Source: an optimization exercise on an open RTL-to-GDS flow (aim: small area, a short achievable clock period and few clock cycles). Production flows keep margins and buffers that such runs may drop.

==> raven: inputs <==
==> flow/design.v <==
module MUL_DIV_top (
    input           clk,
    input           rst_n,
    input  [31:0]   data1,
    input  [31:0]   data2,
    input           MUL_DIV_start,
    input  [2:0]    MUL_DIV_ctrl,
    output [31:0]   MUL_DIV_out,
    output          MUL_DIV_done
);
localparam [3:0] S_IDLE = 4'd0, S_MUL = 4'd1, S_CORR = 4'd3,
                 S_DPREP = 4'd4, S_ZCHK = 4'd5, S_UP = 4'd6, S_DOWN = 4'd7,
                 S_RCOR = 4'd8, S_FIX = 4'd9, S_UPN = 4'd10;
function [2:0] booth;
    input [2:0] b;
    begin
        booth[2] = b[1] ^ b[0];
        booth[1] = (b == 3'b011) | (b == 3'b100);
        booth[0] = b[2] & ~(b[1] & b[0]);
    end
endfunction
reg  [3:0]  state;
reg         done_r;
reg         op_rem;          
reg         osel;            
reg  [5:0]  cnt;             
reg  [1:0]  ph;              
reg         corr;
reg         asgn, qneg;
reg  [34:0] X;
reg  [31:0] Y;
reg  [32:0] M;
reg         one0, two0, neg0, one1, two1, six1, neg1, magy, cin;
localparam W = 37;
wire [W-1:0] Mx   = {{(W-33){M[32]}}, M};
wire [W-1:0] mag0 = (one0 ? Mx : {W{1'b0}}) | (two0 ? {Mx[W-2:0], 1'b0} : {W{1'b0}})
                  | (magy ? {{(W-32){1'b0}}, Y} : {W{1'b0}});
wire [W-1:0] mag1 = (one1 ? {Mx[W-3:0], 2'b00} : {W{1'b0}}) | (two1 ? {Mx[W-4:0], 3'b000} : {W{1'b0}})
                  | (six1 ? {Mx[W-7:0], 6'b000000} : {W{1'b0}});
wire [W-1:0] A    = {{(W-35){X[34]}}, X};
wire [W-1:0] B    = mag0 ^ {W{neg0}};
wire [W-1:0] C    = mag1 ^ {W{neg1}};
wire [W-1:0] cs_s = A ^ B ^ C;
wire [W-1:0] cs_c = {(A[W-2:0] & B[W-2:0]) | (A[W-2:0] & C[W-2:0]) | (B[W-2:0] & C[W-2:0]), neg1};
wire [W-1:0] S    = cs_s + cs_c + {{(W-1){1'b0}}, cin};
wire         s_neg = S[W-1];
wire        in_div  = MUL_DIV_ctrl[2];
wire        in_as   = in_div ? ~MUL_DIV_ctrl[0] : (MUL_DIV_ctrl[1:0] != 2'd3);  
wire        in_bs   = in_div ? ~MUL_DIV_ctrl[0] : ~MUL_DIV_ctrl[1];             
wire        in_asgn = data1[31] & in_as;
wire        in_bsgn = data2[31] & in_bs;
wire        in_dz   = (data2 == 32'd0);
reg [3:0] nstate;
reg       ndone;
always @* begin
    nstate = state;
    ndone  = 1'b0;
    case (state)
        S_IDLE:  if (MUL_DIV_start) begin
                     if (!in_div) nstate = S_MUL;
                     else if (in_dz) begin nstate = S_IDLE; ndone = 1'b1; end
                     else nstate = in_asgn ? S_DPREP : S_ZCHK;
                 end
        S_MUL:   if (cnt[2:0] == 3'd1) begin
                     if (corr) nstate = S_CORR;
                     else begin nstate = S_IDLE; ndone = 1'b1; end
                 end
        S_CORR:  begin nstate = S_IDLE; ndone = 1'b1; end
        S_DPREP: nstate = S_ZCHK;
        S_ZCHK:  if (s_neg) begin nstate = S_IDLE; ndone = 1'b1; end    
                 else nstate = S_UP;
        S_UP, S_UPN: nstate = s_neg ? S_DOWN : S_UPN;
        S_DOWN:  if (cnt == 6'd0) begin
                     if (op_rem) nstate = S_RCOR;
                     else if (qneg) nstate = S_FIX;
                     else begin nstate = S_IDLE; ndone = 1'b1; end
                 end
        S_RCOR:  if (asgn) nstate = S_FIX;
                 else begin nstate = S_IDLE; ndone = 1'b1; end
        S_FIX:   begin nstate = S_IDLE; ndone = 1'b1; end
        default: nstate = S_IDLE;
    endcase
end
always @(posedge clk or negedge rst_n) begin
    if (!rst_n) begin
        state  <= S_IDLE;
        done_r <= 1'b0;
    end else begin
        state  <= nstate;
        done_r <= ndone;
    end
end
wire [2:0] bd0_in  = booth({data1[1:0], 1'b0});
wire [2:0] bd1_in  = booth(data1[3:1]);
wire [2:0] bd0_y   = booth(Y[5:3]);
wire [2:0] bd1_y   = booth(Y[7:5]);
wire       msgn    = M[32];
localparam [8:0] C_ZERO  = 9'b000_0000_00;
localparam [8:0] C_CORR  = 9'b100_0000_00;     
localparam [8:0] C_NEGY  = 9'b001_0000_11;     
localparam [8:0] C_DEC   = 9'b001_0000_00;     
reg  [8:0] nctl;    
wire [8:0] c_m1  = {2'b10, ~msgn, 4'b0000, 1'b0, ~msgn};   
wire [8:0] c_m2  = {2'b01, ~msgn, 4'b0000, 1'b0, ~msgn};   
wire [8:0] c_m4  = {3'b000, 3'b100, ~msgn, 2'b00};         
wire [8:0] c_m8  = {3'b000, 3'b010, ~msgn, 2'b00};         
wire [8:0] c_m64 = {3'b000, 3'b001, ~msgn, 2'b00};         
reg        flip;    
always @* begin
    nctl = C_ZERO;
    flip = 1'b0;
    case (state)
        S_IDLE:  if (!in_div) nctl = {bd0_in, bd1_in[2:1], 1'b0, bd1_in[0], 1'b0, bd0_in[0]};
                 else if (in_asgn) nctl = C_NEGY;
                 else nctl = {2'b10, ~in_bsgn, 4'b0000, 1'b0, ~in_bsgn};
        S_MUL:   if (cnt[2:0] != 3'd1) nctl = {bd0_y, bd1_y[2:1], 1'b0, bd1_y[0], 1'b0, bd0_y[0]};
                 else if (corr) nctl = C_CORR;
        S_DPREP: nctl = c_m1;
        S_ZCHK:  nctl = c_m8;
        S_UP, S_UPN: nctl = s_neg ? c_m4 : c_m64;
        S_DOWN:  begin
                     if (cnt != 6'd0) nctl = (ph == 2'd0) ? c_m2 : c_m1;
                     else if (op_rem) nctl = c_m1;
                     else nctl = C_NEGY;
                     flip = (cnt != 6'd0 || op_rem) & s_neg;
                 end
        S_RCOR:  nctl = C_DEC;
        default: nctl = C_ZERO;
    endcase
end
always @(posedge clk) {one0, two0, neg0, one1, two1, six1, neg1, magy, cin} <= nctl ^ {2'b00, flip, 3'b000, flip, 1'b0, flip};
always @(posedge clk) begin
    case (state)
        S_IDLE: if (MUL_DIV_start) begin
            op_rem <= MUL_DIV_ctrl[2] & MUL_DIV_ctrl[1];
            X      <= (in_div & ~in_asgn) ? {3'b000, data1} : 35'd0;
            Y      <= data1 | {32{in_div & ~MUL_DIV_ctrl[1] & in_dz}};   
            M      <= {in_bsgn, data2};
            osel   <= ~in_div & (MUL_DIV_ctrl[1:0] != 2'd0);
            cnt    <= in_div ? 6'd2 : 6'd8;
            corr   <= data1[31] & ~in_as;
            asgn   <= in_asgn;
            qneg   <= in_asgn ^ in_bsgn;
        end
        S_MUL: begin
            X   <= {{2{S[W-1]}}, S[W-1:4]};
            Y   <= {S[3:0], Y[31:4]};
            cnt <= cnt - 6'd1;
        end
        S_CORR: X <= S[34:0];
        S_DPREP: X <= {3'b000, S[31:0]};                   
        S_ZCHK: begin
            if (!op_rem) Y <= 32'd0;                       
            osel <= op_rem & ~s_neg & ~asgn;
        end
        S_UP:  ph <= 2'd0;
        S_UPN: begin
            M    <= {M[29:0], 3'b000};
            cnt  <= cnt + 6'd3;
            ph   <= 2'd0;
        end
        S_DOWN: begin
            X    <= (cnt == 6'd0 && !op_rem) ? 35'd0 : S[34:0];
            Y    <= {Y[30:0], ~s_neg};
            if (ph == 2'd2 && cnt != 6'd0) M <= {M[32], M[32:1]};
            if (ph != 2'd2) ph <= ph + 2'd1;
            cnt  <= cnt - 6'd1;
        end
        S_RCOR: if (X[34]) X <= S[34:0];
        S_FIX: begin
            Y    <= op_rem ? ~S[31:0] : S[31:0];
            osel <= 1'b0;
        end
        default: ;
    endcase
end
assign MUL_DIV_out  = osel ? X[31:0] : Y;
assign MUL_DIV_done = done_r;
endmodule
==> flow/run.sh <==
#!/bin/bash
# synth_recipe.tcl (not shown) runs the flow's synth.tcl, then flattens the netlist and writes it again
# the make line also repeats each setting of config.mk as NAME=value (left out here)
make -C /OpenROAD-flow-scripts/flow DESIGN_CONFIG=/design/flow/config.mk WORK_HOME=/design/flow/orfs CLKGATE_MAP_FILE= SYNTH_SCRIPT=/design/flow/synth_recipe.tcl finish
==> flow/config.mk <==
export PLATFORM = sky130hd
export DESIGN_NAME = MUL_DIV_top
export DESIGN_NICKNAME = MUL_DIV_top
export VERILOG_FILES = /design/flow/design.v
export SDC_FILE = /design/flow/constraint.sdc
export NUM_CORES = 8
export LEC_CHECK = 0
export CAP_MARGIN = 20
export CORE_MARGIN = 2
export CORE_UTILIZATION = 40
export SETUP_SLACK_MARGIN = 4
export SLEW_MARGIN = 20
==> flow/constraint.sdc <==
create_clock -name core_clock -period 9.0 [get_ports {clk}]
set_input_delay 1.8000 -clock core_clock [delete_from_list [all_inputs] [get_ports {clk}]]
set_output_delay 1.8000 -clock core_clock [all_outputs]
set_load 0.01 [all_outputs]
==> xenon (differences from raven) <==
--- a/flow/design.v
+++ b/flow/design.v
@@ -9,5 +9,5 @@
     output          MUL_DIV_done
 );
-localparam [3:0] S_IDLE = 4'd0, S_MUL = 4'd1, S_CORR = 4'd3,
+localparam [3:0] S_IDLE = 4'd0, S_MUL = 4'd1, S_TAIL = 4'd2, S_CORR = 4'd3,
                  S_DPREP = 4'd4, S_ZCHK = 4'd5, S_UP = 4'd6, S_DOWN = 4'd7,
                  S_RCOR = 4'd8, S_FIX = 4'd9, S_UPN = 4'd10;
@@ -51,4 +51,9 @@
 wire        in_bsgn = data2[31] & in_bs;
 wire        in_dz   = (data2 == 32'd0);
+wire [31:0] in_ae   = data1 ^ {32{in_asgn}};
+wire        in_g1   = ~|in_ae[31:7];
+wire        in_g2   = ~|in_ae[31:15];
+wire        in_g3   = ~|in_ae[31:23];
+wire [2:0]  in_jg   = in_g1 ? 3'd1 : in_g2 ? 3'd2 : in_g3 ? 3'd3 : 3'd4;
 reg [3:0] nstate;
 reg       ndone;
@@ -63,7 +68,9 @@
                  end
         S_MUL:   if (cnt[2:0] == 3'd1) begin
-                     if (corr) nstate = S_CORR;
+                     if (ph != 2'd0) nstate = S_TAIL;
+                     else if (corr) nstate = S_CORR;
                      else begin nstate = S_IDLE; ndone = 1'b1; end
                  end
+        S_TAIL:  if (ph == 2'd1) begin nstate = S_IDLE; ndone = 1'b1; end
         S_CORR:  begin nstate = S_IDLE; ndone = 1'b1; end
         S_DPREP: nstate = S_ZCHK;
@@ -115,5 +122,5 @@
                  else nctl = {2'b10, ~in_bsgn, 4'b0000, 1'b0, ~in_bsgn};
         S_MUL:   if (cnt[2:0] != 3'd1) nctl = {bd0_y, bd1_y[2:1], 1'b0, bd1_y[0], 1'b0, bd0_y[0]};
-                 else if (corr) nctl = C_CORR;
+                 else if (corr && ph == 2'd0) nctl = C_CORR;
         S_DPREP: nctl = c_m1;
         S_ZCHK:  nctl = c_m8;
@@ -138,5 +145,6 @@
             M      <= {in_bsgn, data2};
             osel   <= ~in_div & (MUL_DIV_ctrl[1:0] != 2'd0);
-            cnt    <= in_div ? 6'd2 : 6'd8;
+            cnt    <= in_div ? 6'd2 : {2'b00, in_jg, 1'b0};
+            ph     <= 3'd4 - in_jg;
             corr   <= data1[31] & ~in_as;
             asgn   <= in_asgn;
@@ -147,4 +155,9 @@
             Y   <= {S[3:0], Y[31:4]};
             cnt <= cnt - 6'd1;
+        end
+        S_TAIL: begin
+            X    <= {{8{X[34]}}, X[34:8]};
+            Y    <= {X[7:0], Y[31:8]};
+            ph   <= ph - 2'd1;
         end
         S_CORR: X <= S[34:0];
- SETUP_SLACK_MARGIN: 4 -> 3.7
==> notes <==
In raven the count of clock-buffer cells in the layout is higher than in xenon, by 1. In xenon the core utilization is lower than in raven, by 0.67 points. Of xenon and raven, xenon has the higher synthesized area (gap about 5.3%, measured against raven). In xenon the sequential share of layout area is lower than in raven, by 1.2 points. Of raven and xenon, raven has the higher setup slack (gap 0.11 ns). Maximum frequency: xenon is smaller than raven (about 2.3%). raven completed with no timing, DRC or antenna violations. xenon completed with no timing, DRC or antenna violations. Against xenon, the via count of raven is smaller by 10%. Between raven and xenon, the lower clock skew is in raven (gap 0.0028 ns). Final area: xenon is higher than raven (about 4.5%). Between raven and xenon, the lower wire length is in raven (gap 14%, measured against xenon).
==> figures <==
item	xenon	raven
Register cell area after layout	3700 um2	3710 um2
Clock buffer count	17	18
Post-DR vias/cell	6.67	6.34
Signal arrival time at the worst endpoint	5.24 ns	5.01 ns
Final core area utilization	46.9%	47.6%
Non-Clock Inverter Count	102	105
Met3 wire length	5320 um	3470 um
Die area	32600 um2	31000 um2
Transition time at the pin with the least slew margin	1.10 ns	1.01 ns
Multi-input logic portion of the cell area	55.9%	54.1%
Synth Area in Adders	11.2%	11.7%
Final critical-path required period	4.93 ns	4.82 ns
Result of the run	finished clean	finished clean
Pre-CTS setup slack	3.84 ns	3.82 ns
Number of placed cells counting well taps	1822	1714
Fraction of area in clock buffers and inverters	4.12%	4.02%
Count of buffers not belonging to the clock network in the layout	121	119
Cell count after synthesis	1405	1303
Routability-driven placement congestion ratio	0.976	0.949
Vias in the first global route	11800	10700
Combined global-route utilization of all metal layers	29.6%	27.3%
Synth Net Count	1564	1461
Number of vias in the routed layout	12400	11100
No functional check of the RTL was part of any run of this note.

-- afterwards: timing with drivers on the ports --
In the flow no input, the clock included, has a driving cell. The finished layouts below were timed again as built, in two steps. Step 1 assumes that a clkbuf_16 drives the clock port and a buf_2 every other input. Step 2 also shifts input and output timing later by t, the mid clock arrival at the registers, as if the neighbouring blocks saw the same clock. Slacks: ideal ports / drivers / drivers and shift; pairs: ideal ports / drivers.
run	t (ns)	slack for setup (ns)	slew at the worst register clock pin (ns)	worst slew at a driven data input, ns
raven	0.479	4.184 / 4.184 / 4.184	0.08 / 0.08	0.04
xenon	0.490	4.072 / 4.072 / 4.066	0.08 / 0.08	0.05
After both steps every run listed still meets setup and hold. For xenon, which loses most, drivers alone change the setup slack by 0.000 ns; drivers and shift together by -0.006 ns.
